What follows belongs to an exercise in optimizing a design on an open flow for small area, a short achievable clock period and few clock cycles; a production flow would make more cautious choices.
In this exercise RTL edits were held to simulation tests only and were not proved equivalent to the original.
Power figures rest on the tool's default switching activity, not on a simulated workload.

// dmc_top
module dmc_top (
    input         clk_i,
    input         rst_n_i,
    input         start_i,
    input         read_i,
    input         write_i,
    input  [31:0] address_i,
    input  [31:0] data_i,
    output [31:0] data_o,
    output        ready_o,
    output        mem_read_o,
    output        mem_write_o,
    output [31:0] mem_address_o,
    output [31:0] mem_data_o,
    input  [31:0] mem_data_i
);
reg [31:0]  store [0:15];      
reg [27:0]  tag   [0:3];
reg [3:0]   pres  [0:3];       
reg [3:0]   dirty;
reg        busy;               
reg        rdy;                
reg        mrd;                
reg [31:0] dreg;               
reg [31:0] wdat;               
reg        byp;                
reg        nbyp;               
reg        pw_v;
reg [3:0]  pw_a;               
reg        pw_mem;             
reg        pw_dreg;            
reg [27:0] vtag;               
reg [3:0]  ra_a;               
reg        ra_rd;              
reg [3:0]  mm;                 
reg [3:0]  av;                 
reg [1:0]  wp;                 
reg [31:0] mdo;                
reg        owr;                
reg [1:0]  oj;                 
wire [1:0]  idx = address_i[3:2];
wire [1:0]  off = address_i[1:0];
wire [27:0] tg  = address_i[31:4];
wire        req = rdy && start_i && (read_i || write_i);
wire        rd  = read_i;
wire        wr  = !read_i;
wire [3:0]  match;
wire [15:0] asel;
wire [15:0] wsel;
wire [15:0] sel;
genvar g;
generate
    for (g = 0; g < 4; g = g + 1) begin : cmp
        assign match[g] = (tag[g] == tg);
    end
    for (g = 0; g < 16; g = g + 1) begin : dec
        assign asel[g] = address_i[3:0] == g;
        assign wsel[g] = busy && {ra_a[3:2], wp} == g;
        assign sel[g]  = (rdy && asel[g]) || wsel[g];
    end
endgenerate
wire [3:0]  lv, lh, ld, lp;
generate
    for (g = 0; g < 4; g = g + 1) begin : line_state
        assign lv[g] = |pres[g];
        assign lh[g] = lv[g] && match[g];
        assign ld[g] = lv[g] && !match[g] && dirty[g];
        assign lp[g] = lh[g] && pres[g][off];
    end
endgenerate
wire [3:0]  pi      = pres[idx];
  ...
==> module dmc_top, before the edit <==
module dmc_top (
    input         clk_i,
    input         rst_n_i,
    input         start_i,
    input         read_i,
    input         write_i,
    input  [31:0] address_i,
    input  [31:0] data_i,
    output [31:0] data_o,
    output        ready_o,
    output        mem_read_o,
    output        mem_write_o,
    output [31:0] mem_address_o,
    output [31:0] mem_data_o,
    input  [31:0] mem_data_i
);
reg [31:0]  store [0:15];      
reg [27:0]  tag   [0:3];
reg [3:0]   pres  [0:3];       
reg [3:0]   dirty;
reg        busy;               
reg        rdy;                
reg        mrd;                
reg [31:0] dreg;               
reg [31:0] wdat;               
reg        byp;                
reg        nbyp;               
reg        pw_v;
reg [3:0]  pw_a;               
reg        pw_mem;             
reg        pw_dreg;            
reg [27:0] vtag;               
reg [3:0]  ra_a;               
reg        ra_rd;              
reg [3:0]  mm;                 
reg [3:0]  av;                 
reg [1:0]  wp;                 
reg [31:0] mdo;                
reg        owr;                
reg [1:0]  oj;                 
wire [1:0]  idx = address_i[3:2];
wire [1:0]  off = address_i[1:0];
wire [27:0] tg  = address_i[31:4];
wire        req = rdy && start_i && (read_i || write_i);
wire        rd  = read_i;
wire        wr  = !read_i;
wire [3:0]  match;
wire [15:0] asel;
wire [15:0] wsel;
wire [15:0] sel;
genvar g;
generate
    for (g = 0; g < 4; g = g + 1) begin : cmp
        assign match[g] = (tag[g] == tg);
    end
    for (g = 0; g < 16; g = g + 1) begin : dec
        assign asel[g] = address_i[3:0] == g;
        assign wsel[g] = busy && {ra_a[3:2], wp} == g;
        assign sel[g]  = (rdy && asel[g]) || wsel[g];
    end
endgenerate
wire [3:0]  lv, lh, ld, lp;
generate
    for (g = 0; g < 4; g = g + 1) begin : line_state
        assign lv[g] = |pres[g];
        assign lh[g] = lv[g] && match[g];
        assign ld[g] = lv[g] && !match[g] && dirty[g];
        assign lp[g] = lh[g] && pres[g][off];
    end
endgenerate
wire [3:0]  pi      = pres[idx];
wire        dm      = ld[idx];
wire        present = lp[idx];
wire [31:0] wbus = pw_mem ? mem_data_i : pw_dreg ? dreg : wdat;
reg  [31:0] rword;
integer k;
always @(*) begin
    rword = 32'd0;
    for (k = 0; k < 16; k = k + 1)
        rword = rword | ({32{sel[k]}} & store[k]);
end
wire        rfwd   = pw_v && (pw_a == address_i[3:0]);
wire        mfwd   = pw_v && (pw_a == {ra_a[3:2], wp});
wire [3:0]  mi     = ~pi;
wire [1:0]  mij    = mi[0] ? 2'd0 : mi[1] ? 2'd1 : mi[2] ? 2'd2 : 2'd3;
wire [1:0]  mmj    = mm[0] ? 2'd0 : mm[1] ? 2'd1 : mm[2] ? 2'd2 : 2'd3;
wire        wavail = av[wp] || (pw_v && pw_a[1:0] == wp);
wire        last   = owr && oj == 2'd3;
wire        issue_w = !last && mm == 4'd0 && wavail;
wire [1:0]  wp_n   = issue_w ? wp + 2'd1 : wp;
assign ready_o       = rdy;
assign data_o        = ({32{byp}} & mem_data_i) | ({32{nbyp}} & dreg);
assign mem_read_o    = (rdy && start_i && read_i) || mrd;
assign mem_write_o   = owr;
assign mem_address_o = ({32{rdy}} & address_i) | ({32{busy}} & {vtag, ra_a[3:2], oj});
assign mem_data_o    = mdo;
always @(posedge clk_i) begin
    if (pw_v)
        store[pw_a] <= wbus;
    if (req && rd)
        dreg <= rfwd ? wbus : rword;
    else if (byp)
        dreg <= mem_data_i;
    if (req && wr)
        wdat <= data_i;
    mdo <= mfwd ? wbus : rword;
    byp  <= req && rd && !present;
    nbyp <= !(req && rd && !present);
    pw_v <= 1'b0;
    if (!busy) begin
        vtag <= tag[idx];
        ra_a <= address_i[3:0];
        ra_rd <= rd;
        av   <= pi;
        mrd  <= req && dm && mi != 4'd0;
        owr  <= 1'b0;
        oj   <= mij;
        mm   <= mi & ~(4'd1 << mij);
        wp   <= 2'd0;
    end
    if (req) begin
        tag[idx] <= tg;
        pw_a   <= address_i[3:0];
        pw_mem <= rd;
        pw_dreg <= 1'b0;
        if (dm) begin
            busy <= 1'b1;
            rdy  <= 1'b0;
        end else
            pw_v <= wr || !present;
        for (k = 0; k < 4; k = k + 1)
            if (idx == k) begin
                pres[k]  <= (lh[k] ? pres[k] : 4'd0) | (4'd1 << off);
                dirty[k] <= (lh[k] && dirty[k]) || wr;
            end
    end
    if (busy) begin
        if (pw_v)
            av[pw_a[1:0]] <= 1'b1;
        if (mrd) begin
            pw_v   <= 1'b1;
            pw_a   <= {ra_a[3:2], oj};
            pw_mem <= 1'b1;
        end
        wp   <= wp_n;
        if (last) begin
            busy   <= 1'b0;
            rdy    <= 1'b1;
            mrd    <= 1'b0;
            owr    <= 1'b0;
            pw_v   <= 1'b1;
            pw_a   <= ra_a;
            pw_mem <= 1'b0;
            pw_dreg <= ra_rd;
        end else if (mm != 4'd0) begin
            mrd    <= 1'b1;
            owr    <= 1'b0;
            oj     <= mmj;
            mm     <= mm & ~(4'd1 << mmj);
        end else begin
            mrd    <= 1'b0;
            owr    <= issue_w;
            oj     <= wp;
        end
    end
    if (!rst_n_i) begin
        busy <= 1'b0;
        rdy  <= 1'b1;
        mrd  <= 1'b0;
        byp  <= 1'b0;
        nbyp <= 1'b1;
        pw_v <= 1'b0;
        owr  <= 1'b0;
        for (k = 0; k < 4; k = k + 1)
            pres[k] <= 4'd0;
    end
end
endmodule
export LEC_CHECK = 0
export CAP_MARGIN = 20
export CORE_MARGIN = 2
export CORE_UTILIZATION = 40
export CTS_BUF_LIST = sky130_fd_sc_hd__clkbuf_8
export SETUP_SLACK_MARGIN = 2.1
export SLEW_MARGIN = 20
create_clock -name core_clock -period 5.0 [get_ports {clk_i}]
standard.sh (not shown) runs the stock make flow with config.mk's settings and CLKGATE_MAP_FILE= SYNTH_SCRIPT=/design/flow/synth_recipe.tcl, a recipe that flattens the netlist after the stock synthesis.
==> flow/flow/run.sh <==
#!/bin/bash
# The standard layout, with the ports buffered by plain buffers instead of the
# delay cells buffer_ports picks by default.
set -euo pipefail
export BUFFER_PORTS_ARGS="-buffer_cell sky130_fd_sc_hd__buf_4"
bash standard.sh > standard.log 2>&1
Testbench counts at the start, summed over its fixed seeds: cycles 8,771.
Edit:
--- a/flow/design.v
+++ b/flow/design.v
@@ -28,15 +28,14 @@
 reg        pw_v;
 reg [3:0]  pw_a;               
 reg        pw_mem;             
-reg        pw_dreg;            
 reg [27:0] vtag;               
 reg [3:0]  ra_a;               
-reg        ra_rd;              
 reg [3:0]  mm;                 
 reg [3:0]  av;                 
 reg [1:0]  wp;                 
+reg [15:0] wsel;               
 reg [31:0] mdo;                
-reg        owr;                
+reg        ord, owr;           
 reg [1:0]  oj;                 
 wire [1:0]  idx = address_i[3:2];
 wire [1:0]  off = address_i[1:0];
@@ -46,7 +45,6 @@
 wire        wr  = !read_i;
 wire [3:0]  match;
 wire [15:0] asel;
-wire [15:0] wsel;
 wire [15:0] sel;
 genvar g;
 generate
@@ -55,7 +53,6 @@
     end
     for (g = 0; g < 16; g = g + 1) begin : dec
         assign asel[g] = address_i[3:0] == g;
-        assign wsel[g] = busy && {ra_a[3:2], wp} == g;
         assign sel[g]  = (rdy && asel[g]) || wsel[g];
     end
 endgenerate
@@ -71,7 +68,7 @@
 wire [3:0]  pi      = pres[idx];
 wire        dm      = ld[idx];
 wire        present = lp[idx];
-wire [31:0] wbus = pw_mem ? mem_data_i : pw_dreg ? dreg : wdat;
+wire [31:0] wbus = pw_mem ? mem_data_i : wdat;
 reg  [31:0] rword;
 integer k;
 always @(*) begin
@@ -103,6 +100,8 @@
         dreg <= mem_data_i;
     if (req && wr)
         wdat <= data_i;
+    else if (busy && byp)
+        wdat <= mem_data_i;
     mdo <= mfwd ? wbus : rword;
     byp  <= req && rd && !present;
     nbyp <= !(req && rd && !present);
@@ -110,19 +109,19 @@
     if (!busy) begin
         vtag <= tag[idx];
         ra_a <= address_i[3:0];
-        ra_rd <= rd;
         av   <= pi;
+        ord  <= mi != 4'd0;
         mrd  <= req && dm && mi != 4'd0;
         owr  <= 1'b0;
         oj   <= mij;
         mm   <= mi & ~(4'd1 << mij);
         wp   <= 2'd0;
+        wsel <= (req && dm) ? 16'd1 << {idx, 2'd0} : 16'd0;
     end
     if (req) begin
         tag[idx] <= tg;
         pw_a   <= address_i[3:0];
         pw_mem <= rd;
-        pw_dreg <= 1'b0;
         if (dm) begin
             busy <= 1'b1;
             rdy  <= 1'b0;
@@ -137,27 +136,30 @@
     if (busy) begin
         if (pw_v)
             av[pw_a[1:0]] <= 1'b1;
-        if (mrd) begin
+        if (ord) begin
             pw_v   <= 1'b1;
             pw_a   <= {ra_a[3:2], oj};
             pw_mem <= 1'b1;
         end
         wp   <= wp_n;
+        wsel <= last ? 16'd0 : 16'd1 << {ra_a[3:2], wp_n};
         if (last) begin
             busy   <= 1'b0;
             rdy    <= 1'b1;
             mrd    <= 1'b0;
+            ord    <= 1'b0;
             owr    <= 1'b0;
             pw_v   <= 1'b1;
             pw_a   <= ra_a;
             pw_mem <= 1'b0;
-            pw_dreg <= ra_rd;
         end else if (mm != 4'd0) begin
+            ord    <= 1'b1;
             mrd    <= 1'b1;
             owr    <= 1'b0;
             oj     <= mmj;
             mm     <= mm & ~(4'd1 << mmj);
         end else begin
+            ord    <= 1'b0;
             mrd    <= 1'b0;
             owr    <= issue_w;
             oj     <= wp;
@@ -171,6 +173,7 @@
         nbyp <= 1'b1;
         pw_v <= 1'b0;
         owr  <= 1'b0;
+        wsel <= 16'd0;
         for (k = 0; k < 4; k = k + 1)
             pres[k] <= 4'd0;
     end
- The new run completed without violations
- routed wire length falls by a few percent
- total power barely changes
- setup slack got worse by 3.4 ps
- count of clock-buffer cells in the layout is lower by 7
- first-iteration DRC count drops by a few percent
- die area rises slightly
- clock power drops slightly
- final area went down slightly
- final cell count shrinks slightly
- hold slack gets better by 80 ps
- global-route usage decreases by 1.1 points
- sequential share of layout area rises by 0.99 points
- via count is lower slightly
Testbench counts after the change, summed over its fixed seeds: cycles 8,771.

[afterwards: timing with drivers on the ports]
In the flow no input, the clock included, has a driving cell. The finished layouts below were timed again as built, in two steps.
Step 1 sets driving cells, clkbuf_16 on the clock port and buf_2 on the other inputs (assumed; they add their load-dependent delay and slew).
Step 2, shift: input delay + t, output delay - t, t = (earliest + latest rising clock arrival at the registers) / 2. This alone moves slack from input paths to output paths.
Three values: no drivers, after step 1, after step 2; two values: the first two.
run | t (ns) | slack for setup (ns) | worst register clock-pin slew, ns | worst data-port slew with drivers (ns) | pins driven straight from the clock port
the first run | 0.837 | 2.137 / 2.073 / 1.392 | 0.07 / 0.07 | 0.12 | 1
the second run | 0.842 | 2.134 / 2.099 / 1.365 | 0.07 / 0.07 | 0.10 | 1
After both steps setup and hold are still met in every run listed. For the second run, which loses most, drivers alone change the setup slack by -0.035 ns; drivers and shift together by -0.769 ns.
